This is an optimization exercise on Yosys and OpenROAD, whose aim is small area and a short achievable clock period, not a production implementation.
Function was checked by simulation only, so behaviour that the tests miss may differ from the original.
Power figures rest on the tool's default switching activity, not on a simulated workload.

// mult32x32
module mult32x32 (
  input              i_clk     ,
  input              i_rstn    ,
  input  wire        i_multa_ns,
  input  wire        i_multb_ns,
  input  wire [31:0] i_multa   ,
  input  wire [31:0] i_multb   ,
  output wire [63:0] o_product
);
wire n1 = i_multa_ns & i_multa[31];
wire n2 = i_multb_ns & i_multb[31];
wire g3 = i_multa[1] & i_multa[0];
wire p4 = i_multa[1] ^ i_multa[0];
wire g5 = i_multa[2] & i_multa[1];
wire p6 = i_multa[2] ^ i_multa[1];
wire g7 = i_multa[3] & i_multa[2];
wire p8 = i_multa[3] ^ i_multa[2];
wire g9 = i_multa[4] & i_multa[3];
wire p10 = i_multa[4] ^ i_multa[3];
wire g11 = i_multa[5] & i_multa[4];
wire p12 = i_multa[5] ^ i_multa[4];
wire g13 = i_multa[6] & i_multa[5];
wire p14 = i_multa[6] ^ i_multa[5];
wire g15 = i_multa[7] & i_multa[6];
wire p16 = i_multa[7] ^ i_multa[6];
wire g17 = i_multa[8] & i_multa[7];
wire p18 = i_multa[8] ^ i_multa[7];
wire g19 = i_multa[9] & i_multa[8];
wire p20 = i_multa[9] ^ i_multa[8];
wire g21 = i_multa[10] & i_multa[9];
wire p22 = i_multa[10] ^ i_multa[9];
wire g23 = i_multa[11] & i_multa[10];
wire p24 = i_multa[11] ^ i_multa[10];
wire g25 = i_multa[12] & i_multa[11];
wire p26 = i_multa[12] ^ i_multa[11];
wire g27 = i_multa[13] & i_multa[12];
wire p28 = i_multa[13] ^ i_multa[12];
wire g29 = i_multa[14] & i_multa[13];
wire p30 = i_multa[14] ^ i_multa[13];
  ...
==> flow/config.mk <==
export PLATFORM = sky130hd
export DESIGN_NAME = mult32x32
export DESIGN_NICKNAME = mult32x32
export VERILOG_FILES = /design/flow/design.v
export SDC_FILE = /design/flow/constraint.sdc
export NUM_CORES = 4
export LEC_CHECK = 0
export CAP_MARGIN = 20
export CORE_MARGIN = 2
export CORE_UTILIZATION = 40
export PLACE_DENSITY = 0.75
export SETUP_SLACK_MARGIN = 2.0
export SLEW_MARGIN = 20
export SYNTH_HIERARCHICAL = 1
export TNS_END_PERCENT = 100
==> flow/constraint.sdc <==
create_clock -name core_clock -period 4.0 [get_ports {i_clk}]
set_input_delay 0.8000 -clock core_clock [delete_from_list [all_inputs] [get_ports {i_clk}]]
set_output_delay 0.8000 -clock core_clock [all_outputs]
set_load 0.01 [all_outputs]
standard.sh (not shown) runs the stock make flow with config.mk's settings and CLKGATE_MAP_FILE= SYNTH_SCRIPT=/design/flow/synth_recipe.tcl, a recipe that flattens the netlist after the stock synthesis.
==> flow/flow/run.sh <==
#!/bin/bash
set -euo pipefail
export CTS_ARGS="-sink_clustering_enable -repair_clock_nets -dont_use_dummy_load"
bash standard.sh > standard.log 2>&1
Rerun with:
Settings changed: PLACE_DENSITY 0.75 to 0.85.
Utilization decreases by 0.22 points.
Total power rose by 1.2%.
Synthesized area stays the same.
Worst setup slack is better by 0.032 ns.
Synthesized cell count stays the same.
Design area came out lower by 0.49%.
Final cell count barely changes.
Hold slack gains 0.037 ns.
Fmax rises by about 1.6%.
Non-clock buffer count went down by 7.
Rerun with:
==> flow/run.sh (new file) <==
#!/bin/bash
# synth_recipe.tcl (not shown) runs the flow's synth.tcl, then flattens the netlist and writes it again
# the make line also repeats each setting of config.mk as NAME=value (left out here)
make -C /OpenROAD-flow-scripts/flow DESIGN_CONFIG=/design/flow/config.mk WORK_HOME=/design/flow/orfs CLKGATE_MAP_FILE= SYNTH_SCRIPT=/design/flow/synth_recipe.tcl finish
Settings changed: PLACE_DENSITY 0.85 to default, SETUP_SLACK_MARGIN 2.0 to 1.8.
removed: flow/flow/run.sh
removed: flow/standard.sh
After rerunning:
- The new run ran to the end with no violations
- final area rises by about 1.5%
- routed wire length came out higher by 0.73%
- hold slack is better by 0.051 ns
- critical path depth is unchanged
- clock power is higher by about 30%
- count of clock-buffer cells in the layout came out higher by 38
- total power went up by 1.9%
- sequential cell count does not change
Rerun with:
==> flow/flow/run.sh (new file) <==
#!/bin/bash
set -euo pipefail
export CTS_ARGS="-sink_clustering_enable -repair_clock_nets -dont_use_dummy_load"
bash standard.sh > standard.log 2>&1
==> flow/standard.sh (new file) <==
#!/bin/bash
# synth_recipe.tcl (not shown) runs the flow's synth.tcl, then flattens the netlist and writes it again
# the make line also repeats each setting of config.mk as NAME=value (left out here)
make -C /OpenROAD-flow-scripts/flow DESIGN_CONFIG=/design/flow/config.mk WORK_HOME=/design/flow/orfs CLKGATE_MAP_FILE= SYNTH_SCRIPT=/design/flow/synth_recipe.tcl "${@:-finish}"
Settings changed: GPL_ROUTABILITY_DRIVEN from default to 0, PLACE_DENSITY from default to 0.75, SETUP_SLACK_MARGIN 1.8 to 2.0.
removed: flow/run.sh
Outcome:
- The new run produced a clean layout
- utilization fell by 0.46 points
- sequential cell count is unchanged
- design area fell by 1.0%
- non-clock buffer count rose by 45
- final cell count fell by 0.86%
- area after synthesis stays the same
- sequential power stays flat
Rerun with:
==> flow/run.sh (new file) <==
#!/bin/bash
# synth_recipe.tcl (not shown) runs the flow's synth.tcl, then flattens the netlist and writes it again
# the make line also repeats each setting of config.mk as NAME=value (left out here)
make -C /OpenROAD-flow-scripts/flow DESIGN_CONFIG=/design/flow/config.mk WORK_HOME=/design/flow/orfs CLKGATE_MAP_FILE= SYNTH_SCRIPT=/design/flow/synth_recipe.tcl finish
Settings changed: GPL_ROUTABILITY_DRIVEN 0 to default, PLACE_DENSITY 0.75 to default, SETUP_SLACK_MARGIN 2.0 to 1.9.
removed: flow/flow/run.sh
removed: flow/standard.sh
Outcome: Non-clock buffer count decreases by 12; setup slack loses 0.060 ns; hold slack gains 0.0090 ns; synthesized cell count does not change; maximum frequency went down by a few percent; die area does not change.

== juniper ==
Starting RTL as in the previous note.
Settings: LEC_CHECK=0, CAP_MARGIN=20, CORE_MARGIN=2, CORE_UTILIZATION=40, PLACE_DENSITY=0.95, SETUP_SLACK_MARGIN=2.0, SLEW_MARGIN=20, SYNTH_HIERARCHICAL=1, TNS_END_PERCENT=100; clock period 4.0 ns.
==> flow/flow/run.sh <==
#!/bin/bash
set -euo pipefail
export CTS_ARGS="-sink_clustering_enable -repair_clock_nets -dont_use_dummy_load"
bash standard.sh > standard.log 2>&1
juniper went all the way through synthesis, placement and routing and the layout is clean on timing, DRC and antenna.
> inputs changed (juniper -> fjord)
# juniper
export LEC_CHECK = 0
export CAP_MARGIN = 20
export CORE_MARGIN = 2
export CORE_UTILIZATION = 40
export PLACE_DENSITY = 0.95
export SETUP_SLACK_MARGIN = 2.0
export SLEW_MARGIN = 20
export SYNTH_HIERARCHICAL = 1
export TNS_END_PERCENT = 100
create_clock -name core_clock -period 4.0 [get_ports {i_clk}]
# fjord
export LEC_CHECK = 0
export CAP_MARGIN = 20
export CORE_MARGIN = 2
export CORE_UTILIZATION = 40
export PLACE_DENSITY = 0.85
export SETUP_SLACK_MARGIN = 2.05
export SLEW_MARGIN = 20
export SYNTH_HIERARCHICAL = 1
export TNS_END_PERCENT = 100
create_clock -name core_clock -period 4.0 [get_ports {i_clk}]
==> comparison <==
Looking at total setup buffers inserted after CTS across fjord and juniper, the one that comes out lower is juniper. Summary: final design area excluding fillers, fjord worse than juniper. Setup WNS juniper -> fjord: better. The beginning of the critical path comes out s1_334 in one run and s1_278 in the other, namely in fjord and juniper respectively. When fjord is set beside juniper, its peak ir drop on the vdd network turns out to be 1.6% larger. Slowest library cell on the worst path: sky130_fd_sc_hd__fa_1 -> juniper, sky130_fd_sc_hd__dfxtp_1 -> fjord. Going from juniper to fjord, overall power after layout shrinks by 0.74%. Summary of fjord over juniper: power dissipated by switching net loads lower, number of global-route vias before repair lower. fjord reports its endpoint of the most critical setup path as s2_1329 while juniper reports s2_1148.
Modified inputs, indigo compared to fjord
# fjord
export LEC_CHECK = 0
export CAP_MARGIN = 20
export CORE_MARGIN = 2
export CORE_UTILIZATION = 40
export PLACE_DENSITY = 0.85
export SETUP_SLACK_MARGIN = 2.05
export SLEW_MARGIN = 20
export SYNTH_HIERARCHICAL = 1
export TNS_END_PERCENT = 100
create_clock -name core_clock -period 4.0 [get_ports {i_clk}]
# indigo
export LEC_CHECK = 0
export CAP_MARGIN = 20
export CORE_MARGIN = 2
export CORE_UTILIZATION = 60
export PLACE_DENSITY = 0.85
export SETUP_SLACK_MARGIN = 2.0
export SLEW_MARGIN = 20
export SYNTH_HIERARCHICAL = 1
export TNS_END_PERCENT = 100
create_clock -name core_clock -period 4.0 [get_ports {i_clk}]
==> summary.txt <==
- indigo: PASS, flow complete, no timing, DRC or antenna violations
- Critical path startpoint: s1_334 -> fjord, s1_312 -> indigo
- indigo against fjord: routed wire length lower; number of buffers and inverters on the critical path roughly the same; non-clock buffer count lower.
- From fjord to indigo the numbers moved as follows: static leakage decreased about 1.1%, final cell count without fillers has decreased, count of clock-buffer cells in the layout saw an increase.
- Diff fjord -> indigo: worst slack after detailed placement up 200 ps, final setup slack of the worst path down 40 ps.

mult32x32 again, from the RTL that the note above started with.
Settings: LEC_CHECK=0, CAP_MARGIN=20, CORE_MARGIN=2, CORE_UTILIZATION=40, CTS_BUF_LIST=sky130_fd_sc_hd__clkbuf_8, SETUP_SLACK_MARGIN=2.0, SLEW_MARGIN=20, SYNTH_HIERARCHICAL=1, TNS_END_PERCENT=100; clock period 4.0 ns.
run.sh (not shown) runs the stock make flow with config.mk's settings and CLKGATE_MAP_FILE= SYNTH_SCRIPT=/design/flow/synth_recipe.tcl, a recipe that flattens the netlist after the stock synthesis.
Stock flow here: none of the scripts above is used.
Rerun with:
CTS_BUF_LIST = not set   (was sky130_fd_sc_hd__clkbuf_8)
SETUP_SLACK_MARGIN = 2.2   (was 2.0)
Count of clock-buffer cells in the layout went down by 65. Global-route usage went up by 4.2 points. Design area went up by 12%. Sequential cell count is unchanged.
Rerun with:
SETUP_SLACK_MARGIN = 2.0   (was 2.2)
After rerunning:
- The changed run produced a clean layout
- flip-flop and latch count stays the same
- worst hold slack improves by 71 ps
- clock-buffer cell count is higher by 18
- global-route usage is lower by 4.5 points
- sequential power is about the same
- final cell count is lower by 5.8%
- cell area is lower by 11%
Rerun with:
CTS_CLUSTER_DIAMETER = 60   (was not set)
CTS_CLUSTER_SIZE = 25   (was not set)
- cell area came out lower by 0.50%
- routed wire length stays flat
- area after synthesis does not change
- sequential power stays flat

build 58:
Starting RTL as in the previous note.
make LEC_CHECK=0 CAP_MARGIN=20 CORE_MARGIN=2 CORE_UTILIZATION=40 CTS_CLUSTER_DIAMETER=40 CTS_CLUSTER_SIZE=10 SETUP_SLACK_MARGIN=2.0 SLEW_MARGIN=20 SYNTH_HIERARCHICAL=1 TNS_END_PERCENT=100 finish   # period 4.0 ns
Input changes introduced in build 82 (baseline for comparison: build 58):
==> flow/flow/run.sh (new file) <==
#!/bin/bash
set -euo pipefail
export CTS_ARGS="-sink_clustering_enable -repair_clock_nets -dont_use_dummy_load"
bash standard.sh > standard.log 2>&1
==> flow/standard.sh (new file) <==
#!/bin/bash
# synth_recipe.tcl (not shown) runs the flow's synth.tcl, then flattens the netlist and writes it again
# the make line also repeats each setting of config.mk as NAME=value (left out here)
make -C /OpenROAD-flow-scripts/flow DESIGN_CONFIG=/design/flow/config.mk WORK_HOME=/design/flow/orfs CLKGATE_MAP_FILE= SYNTH_SCRIPT=/design/flow/synth_recipe.tcl "${@:-finish}"
diff --git a/flow/config.mk b/flow/config.mk
--- a/flow/config.mk
+++ b/flow/config.mk
@@ -9,6 +9,4 @@
 export CORE_MARGIN = 2
 export CORE_UTILIZATION = 40
-export CTS_CLUSTER_DIAMETER = 40
-export CTS_CLUSTER_SIZE = 10
 export SETUP_SLACK_MARGIN = 2.0
 export SLEW_MARGIN = 20
removed: flow/run.sh
Findings:
Build 82 has completed all stages; timing, DRC and antenna checks passed. The via count normalized by instance count of build 82 and that of build 58 are within noise of each other. | final period utilization | build 82 vs build 58 | ≈ equal |. Post-CTS setup-driven buffer insertion count: build 82 > build 58. Number of enable-type register cells in the synthesized netlist came out exactly the same in build 58 and build 82. Min wire length across build 58 and build 82: build 82. Global-route usage: build 82 lower than build 58.
Input changes introduced in build 33 (baseline for comparison: build 82):
==> flow/flow/run.sh <==
#!/bin/bash
set -euo pipefail
export CTS_ARGS="-sink_clustering_enable -repair_clock_nets -dont_use_dummy_load -sink_clustering_size 20 -sink_clustering_max_diameter 100"
bash standard.sh > standard.log 2>&1
diff --git a/flow/config.mk b/flow/config.mk
--- a/flow/config.mk
+++ b/flow/config.mk
@@ -9,4 +9,5 @@
 export CORE_MARGIN = 2
 export CORE_UTILIZATION = 40
+export PLACE_DENSITY = 0.85
 export SETUP_SLACK_MARGIN = 2.0
 export SLEW_MARGIN = 20
[summary]
Build 33 against build 82: critical path depth now sits lower, sequential share of layout area now sits higher. Summary of build 33 over build 82: global routing usage on met2 has increased; period utilization has decreased; count of non-CTS buffers in the layout has decreased; worst-margin pin slew has increased. Compared with build 82, build 33 shows a lower global-route usage. Across both runs, minimum period implied by the final worst setup slack was lower for build 33 than for build 82. The lower length of routed met2 wiring came out of build 82. Est. power | build 33 vs build 82 | build 33 lower. After detailed routing, build 82 needs more wire than build 33.

[static timing again, ports no longer ideal]
Ports are ideal in the flow. The routed layouts listed here were re-timed in OpenROAD.
Step 1: set_driving_cell puts a clkbuf_16 on i_clk and a buf_2 on each other input, an assumption about the parent block.
Step 2 moves the port delays by t, midway between the first and last clock arrival at a register: inputs arrive t later, outputs are due t later. That takes back most of the time a late clock gives input paths.
Slacks: ideal ports / drivers / drivers and shift; pairs: ideal ports / drivers.
| run | t, ns | slack for setup (ns) | hold WS [ns] | latest minus earliest clock arrival (ns) |
|---|---|---|---|---|
| the first run of note 1 | 0.706 | 1.964 / 1.964 / 1.371 | 0.229 / 0.216 / 0.307 | 0.049 / 0.049 |
| the second run of note 1 | 0.699 | 1.996 / 1.973 / 1.341 | 0.266 / 0.241 / 0.266 | 0.076 / 0.077 |
| the third run of note 1 | 0.746 | 1.704 / 1.704 / 1.115 | 0.317 / 0.306 / 0.317 | 0.051 / 0.051 |
| the fourth run of note 1 | 0.688 | 1.956 / 1.956 / 1.341 | 0.290 / 0.288 / 0.290 | 0.083 / 0.083 |
| the fifth run of note 1 | 0.746 | 1.896 / 1.886 / 1.236 | 0.299 / 0.253 / 0.308 | 0.057 / 0.057 |
| juniper | 0.716 | 1.913 / 1.913 / 1.301 | 0.227 / 0.201 / 0.255 | 0.095 / 0.095 |
| fjord | 0.699 | 2.017 / 2.004 / 1.372 | 0.267 / 0.244 / 0.268 | 0.071 / 0.071 |
| indigo | 0.686 | 1.978 / 1.978 / 1.358 | 0.249 / 0.215 / 0.308 | 0.074 / 0.074 |
| the first run of note 3 | 0.888 | 1.900 / 1.880 / 1.117 | 0.164 / 0.121 / 0.308 | 0.060 / 0.060 |
| the second run of note 3 | 0.774 | 1.953 / 1.953 / 1.423 | 0.218 / 0.176 / 0.312 | 0.058 / 0.057 |
| the third run of note 3 | 0.736 | 1.969 / 1.969 / 1.343 | 0.289 / 0.258 / 0.305 | 0.052 / 0.053 |
| the fourth run of note 3 | 0.750 | 1.929 / 1.929 / 1.316 | 0.261 / 0.232 / 0.322 | 0.062 / 0.062 |
| build 58 | 0.788 | 1.926 / 1.926 / 1.251 | 0.251 / 0.215 / 0.320 | 0.036 / 0.036 |
| build 82 | 0.712 | 1.928 / 1.928 / 1.342 | 0.283 / 0.280 / 0.283 | 0.099 / 0.098 |
| build 33 | 0.691 | 1.968 / 1.960 / 1.362 | 0.265 / 0.245 / 0.305 | 0.075 / 0.074 |
After both steps setup and hold are still met in every run listed. The setup slack of the first run of note 3, which loses most, moves by -0.020 ns with the drivers and by -0.783 ns with both steps.
